This is an optimization exercise on Yosys and OpenROAD, whose aim is small area and a short achievable clock period, not a production implementation. Power and IR drop assume default switching activity.

==> flow/design.v <==
module O22AI (
    input  wire a1, a2, b1, b2,
    output wire y
);
    assign y = ~((a1 | a2) & (b1 | b2));
endmodule
module NOR2 (
    input  wire a, b,
    output wire y
);
    assign y = ~(a | b);
endmodule
module OR16 (
    input  wire [15:0] x,
    output wire        y
);
    assign y = |x;
endmodule
module DEC5N (
    input  wire [4:0]  a,
    output wire [31:1] n
);
    genvar k;
    generate
        for (k = 1; k < 32; k = k + 1) begin : g_dec
            assign n[k] = (a != k);
        end
    endgenerate
endmodule
module XOR2 (
    input  wire a, b,
    output wire y
);
    assign y = a ^ b;
endmodule
module PC4 (
    input  wire [3:0] x,
    output wire [2:0] c
);
    wire h0, k0, h1, k1, hk;
    XOR2 u_h (.a(x[0]), .b(x[1]), .y(h0));
    XOR2 u_k (.a(x[2]), .b(x[3]), .y(k0));
    assign h1 = x[0] & x[1];
    assign k1 = x[2] & x[3];
    XOR2 u_c0 (.a(h0), .b(k0), .y(c[0]));
    XOR2 u_hk (.a(h1), .b(k1), .y(hk));
    assign c[1] = hk | (h0 & k0);
    assign c[2] = h1 & k1;
endmodule
module PC8 (
    input  wire [7:0] x,
    output wire [3:0] c
);
    wire [2:0] u, v;
    PC4 u_lo (.x(x[3:0]), .c(u));
    PC4 u_hi (.x(x[7:4]), .c(v));
    wire c1 = u[0] & v[0];
    wire uv1;
    XOR2 u_0 (.a(u[0]), .b(v[0]), .y(c[0]));
    XOR2 u_1 (.a(u[1]), .b(v[1]), .y(uv1));
    XOR2 u_2 (.a(uv1), .b(c1), .y(c[1]));
    wire c2 = (u[1] & v[1]) | ((u[1] | v[1]) & c1);
    assign c[2] = (u[2] ^ v[2]) | c2;
    assign c[3] = u[2] & v[2];
endmodule
module CARRY8 (
    input  wire [7:0] g,
    input  wire [7:0] t,
    input  wire       cin,
    output wire [7:0] o_c
);
    wire [7:0] g0 = {g[7:1], g[0] | (t[0] & cin)};
    wire [7:0] g1, p1, g2, p2, g3;
    genvar i;
    generate
        for (i = 0; i < 8; i = i + 1) begin : g_ks
            if (i >= 1) begin : l1
                assign g1[i] = g0[i] | (t[i] & g0[i-1]);
                assign p1[i] = t[i] & t[i-1];
            end else begin : l1n
                assign g1[i] = g0[i];
                assign p1[i] = t[i];
            end
            if (i >= 2) begin : l2
                assign g2[i] = g1[i] | (p1[i] & g1[i-2]);
                assign p2[i] = p1[i] & p1[i-2];
            end else begin : l2n
                assign g2[i] = g1[i];
                assign p2[i] = p1[i];
            end
            if (i >= 4) begin : l3
                assign g3[i] = g2[i] | (p2[i] & g2[i-4]);
            end else begin : l3n
                assign g3[i] = g2[i];
            end
        end
    endgenerate
    assign o_c = {g3[6:0], cin};
endmodule
module ALU_PRE (
    input  wire [1:0] i_op,
    input  wire [7:0] i_a,
    input  wire [7:0] i_b,
    output wire [7:0] o_x,
    output wire [7:0] o_y
);
    wire sub   = (i_op == 2'b01);
    wire andop = (i_op == 2'b10);
    wire cntop = (i_op == 2'b11);
    wire asop  = !i_op[1];
    wire [7:0] bb, p, c;
    wire [3:0] ca, cb;
    genvar i;
    generate
        for (i = 0; i < 8; i = i + 1) begin : g_bit
            XOR2 u_bb (.a(i_b[i]), .b(sub), .y(bb[i]));
            XOR2 u_p  (.a(i_a[i]), .b(bb[i]), .y(p[i]));
        end
    endgenerate
    wire [7:0] g = i_a & bb;
    wire [7:0] t = i_a | bb;
    CARRY8 u_carry (.g(g), .t(t), .cin(sub), .o_c(c));
    PC8 u_ca (.x(i_a), .c(ca));
    PC8 u_cb (.x(i_b), .c(cb));
    assign o_x = ({8{cntop}} & {4'd0, ca}) | ({8{andop}} & g) | ({8{asop}} & p);
    assign o_y = ({8{cntop}} & {4'd0, cb}) | ({8{asop}} & c);
endmodule
module ALU_POST (
    input  wire       i_cnt,
    input  wire [7:0] i_x,
    input  wire [7:0] i_y,
    output wire [7:0] o_r
);
    wire [3:0] gg = i_x[3:0] & i_y[3:0];
    wire [3:0] tt = i_x[3:0] | i_y[3:0];
    wire [4:1] c;
    assign c[1] = i_cnt & gg[0];
    assign c[2] = i_cnt & (gg[1] | (tt[1] & gg[0]));
    assign c[3] = i_cnt & (gg[2] | (tt[2] & gg[1]) | (tt[2] & tt[1] & gg[0]));
    assign c[4] = i_cnt & gg[3];
    wire [7:0] pp;
    wire [4:1] s;
    genvar i;
    generate
        for (i = 0; i < 8; i = i + 1) begin : g_pp
            XOR2 u_pp (.a(i_x[i]), .b(i_y[i]), .y(pp[i]));
        end
        for (i = 1; i < 5; i = i + 1) begin : g_s
            XOR2 u_s (.a(pp[i]), .b(c[i]), .y(s[i]));
        end
    endgenerate
    assign o_r = {pp[7:5], s[4:1], pp[0]};
endmodule
module RDBIT (
    input  wire [31:1] nsel,
    input  wire [31:1] nd,
    output wire        y
);
    wire [15:0] t;
    genvar k;
    generate
        for (k = 0; k < 15; k = k + 1) begin : g_pair
            O22AI u_p (.a1(nsel[2*k+1]), .a2(nd[2*k+1]),
                       .b1(nsel[2*k+2]), .b2(nd[2*k+2]), .y(t[k]));
        end
    endgenerate
    NOR2 u_last (.a(nsel[31]), .b(nd[31]), .y(t[15]));
    OR16 u_or (.x(t), .y(y));
endmodule
module RDPORT (
    input  wire [4:0]   i_addr,
    input  wire [247:0] i_nd,       
    output wire [7:0]   o_data
);
    wire [31:1] nsel;
    DEC5N u_dec (.a(i_addr), .n(nsel));
    genvar b, k;
    generate
        for (b = 0; b < 8; b = b + 1) begin : g_bit
            wire [31:1] col;
            for (k = 1; k < 32; k = k + 1) begin : g_col
                assign col[k] = i_nd[8*(k-1)+b];
            end
            RDBIT u_bit (.nsel(nsel), .nd(col), .y(o_data[b]));
        end
    endgenerate
endmodule
module CORE #(
    parameter DATA_WIDTH = 8
)
(
    input wire i_CLK,
    input wire i_RSTn,
    input wire [31:0] i_instr,
    input wire i_valid,
    input wire i_ready1,
    output reg o_ready,
    output wire [DATA_WIDTH-1:0] o_data1,
    output wire o_valid1
);
    wire [1:0] op  = i_instr[31:30];
    wire [4:0] rd  = i_instr[29:25];
    wire [4:0] rs0 = i_instr[24:20];
    wire [4:0] rs1 = i_instr[19:15];
    reg       alu_valid;         
    reg [4:0] pend_dest;         
    reg [1:0] alu_oper;
    reg [4:0] wb_dest;
    reg       last_alu_valid;
    reg       st_show;           
    reg       st_hold;           
    wire hazard = alu_valid && (pend_dest != 5'd0) &&
                  ((rs0 == pend_dest) || (rs1 == pend_dest));
    wire alu_ready = !st_hold;
    wire load = !st_show || (!st_hold && i_ready1);
    wire wen  = st_show && i_ready1;
    assign o_valid1 = st_show;
    always @(posedge i_CLK) begin
        pend_dest <= rd;
        alu_oper  <= op;
    end
    always @(posedge i_CLK)
        if (alu_valid && alu_ready)
            wb_dest <= pend_dest;
    always @(posedge i_CLK or negedge i_RSTn)
        if (!i_RSTn) begin
            o_ready        <= 1'b0;
            alu_valid      <= 1'b0;
            last_alu_valid <= 1'b0;
            st_show        <= 1'b0;
            st_hold        <= 1'b0;
        end else begin
            o_ready        <= !hazard;
            alu_valid      <= i_valid && !hazard && alu_ready;
            last_alu_valid <= alu_valid;
            if (!st_show) begin
                st_show <= alu_valid;
            end else if (!st_hold) begin
                if (!i_ready1)
                    st_hold <= 1'b1;
                else if (!alu_valid)
                    st_show <= 1'b0;
            end else if (i_ready1) begin
                st_hold <= 1'b0;
                st_show <= last_alu_valid;
            end
        end
    reg  [247:0] rfn;            
    wire [7:0]   rd0, rd1;
    wire         rst = !i_RSTn;
    genvar k;
    generate
        for (k = 1; k < 32; k = k + 1) begin : g_row
            localparam [7:0] INIT = (k == 1) ? 8'd10 : (k == 2) ? 8'd5 : 8'd0;
            wire we = rst || (wen && wb_dest == k);
            always @(posedge i_CLK)
                if (we)
                    rfn[8*(k-1) +: 8] <= rst ? ~INIT : ~o_data1;
        end
    endgenerate
    RDPORT u_rd0 (.i_addr(rs0), .i_nd(rfn), .o_data(rd0));
    RDPORT u_rd1 (.i_addr(rs1), .i_nd(rfn), .o_data(rd1));
    wire [7:0] pre_x, pre_y;
    ALU_PRE u_pre (.i_op(alu_oper), .i_a(rd0), .i_b(rd1), .o_x(pre_x), .o_y(pre_y));
    reg       res_cnt;
    reg [7:0] res_x, res_y;
    always @(posedge i_CLK)
        if (load) begin
            res_cnt <= (alu_oper == 2'b11);
            res_x   <= pre_x;
            res_y   <= pre_y;
        end
    ALU_POST u_post (.i_cnt(res_cnt), .i_x(res_x), .i_y(res_y), .o_r(o_data1));
endmodule
Settings: LEC_CHECK=0, CAP_MARGIN=20, CORE_MARGIN=2, CORE_UTILIZATION=40, CTS_BUF_LIST=sky130_fd_sc_hd__clkbuf_16, CTS_CLUSTER_DIAMETER=100, CTS_CLUSTER_SIZE=24, SETUP_SLACK_MARGIN=3.8, SLEW_MARGIN=20, SYNTH_HIERARCHICAL=1, TNS_END_PERCENT=5; clock period 7.5 ns.
run.sh (not shown) runs the stock make flow with config.mk's settings and CLKGATE_MAP_FILE= SYNTH_SCRIPT=/design/flow/synth_recipe.tcl, a recipe that flattens the netlist after the stock synthesis.
Change:
--- a/flow/design.v
+++ b/flow/design.v
@@ -11,9 +11,25 @@
     assign y = ~(a | b);
 endmodule
-module OR16 (
+module NAND4 (
+    input  wire a, b, c, d,
+    output wire y
+);
+    assign y = ~(a & b & c & d);
+endmodule
+module NOR16 (
     input  wire [15:0] x,
     output wire        y
 );
-    assign y = |x;
+    wire [7:0] n;
+    wire [1:0] m;
+    genvar i;
+    generate
+        for (i = 0; i < 8; i = i + 1) begin : g_n
+            NOR2 u_n (.a(x[2*i]), .b(x[2*i+1]), .y(n[i]));
+        end
+    endgenerate
+    NAND4 u_m0 (.a(n[0]), .b(n[1]), .c(n[2]), .d(n[3]), .y(m[0]));
+    NAND4 u_m1 (.a(n[4]), .b(n[5]), .c(n[6]), .d(n[7]), .y(m[1]));
+    NOR2  u_y  (.a(m[0]), .b(m[1]), .y(y));
 endmodule
 module DEC5N (
@@ -166,5 +182,7 @@
     endgenerate
     NOR2 u_last (.a(nsel[31]), .b(nd[31]), .y(t[15]));
-    OR16 u_or (.x(t), .y(y));
+    wire yn;
+    NOR16 u_or (.x(t), .y(yn));
+    assign y = ~yn;
 endmodule
 module RDPORT (
=> Critical path depth increases by 4; routed wire length came out higher by 2.8%; worst hold slack is worse by 0.0044 ns; first-iteration DRC count drops by 12%; total power is about the same; count of clock-buffer cells in the layout is unchanged; die area came out higher by 2.3%; register-to-register slack gets worse by 0.07 ns; cell area falls by 2.7%; area after synthesis grows by 2.4%.
No run of this note included a check of the RTL's function; only the layout flow was run.

==> port drivers added, routing unchanged <==
How much do the figures lean on ideal ports? The routed layouts below were timed once more, with nothing changed but the port constraints. Step 1 sets driving cells, clkbuf_16 on the clock port and buf_2 on the other inputs (assumed; they add their load-dependent delay and slew). Step 2 moves the port delays by t, midway between the first and last clock arrival at a register: inputs arrive t later, outputs are due t later. That takes back most of the time a late clock gives input paths. a / b / c = no drivers / after step 1 / after step 2; a / b = the first two.
run | t, ns | setup WS [ns] | clock arrival spread, ns
the first run | 0.559 | 3.592 / 3.576 / 3.017 | 0.030 / 0.030
the second run | 0.548 | 3.545 / 3.505 / 2.957 | 0.024 / 0.024
After both steps setup and hold are still met in every run listed. For the second run, which loses most, drivers alone change the setup slack by -0.040 ns; drivers and shift together by -0.588 ns.
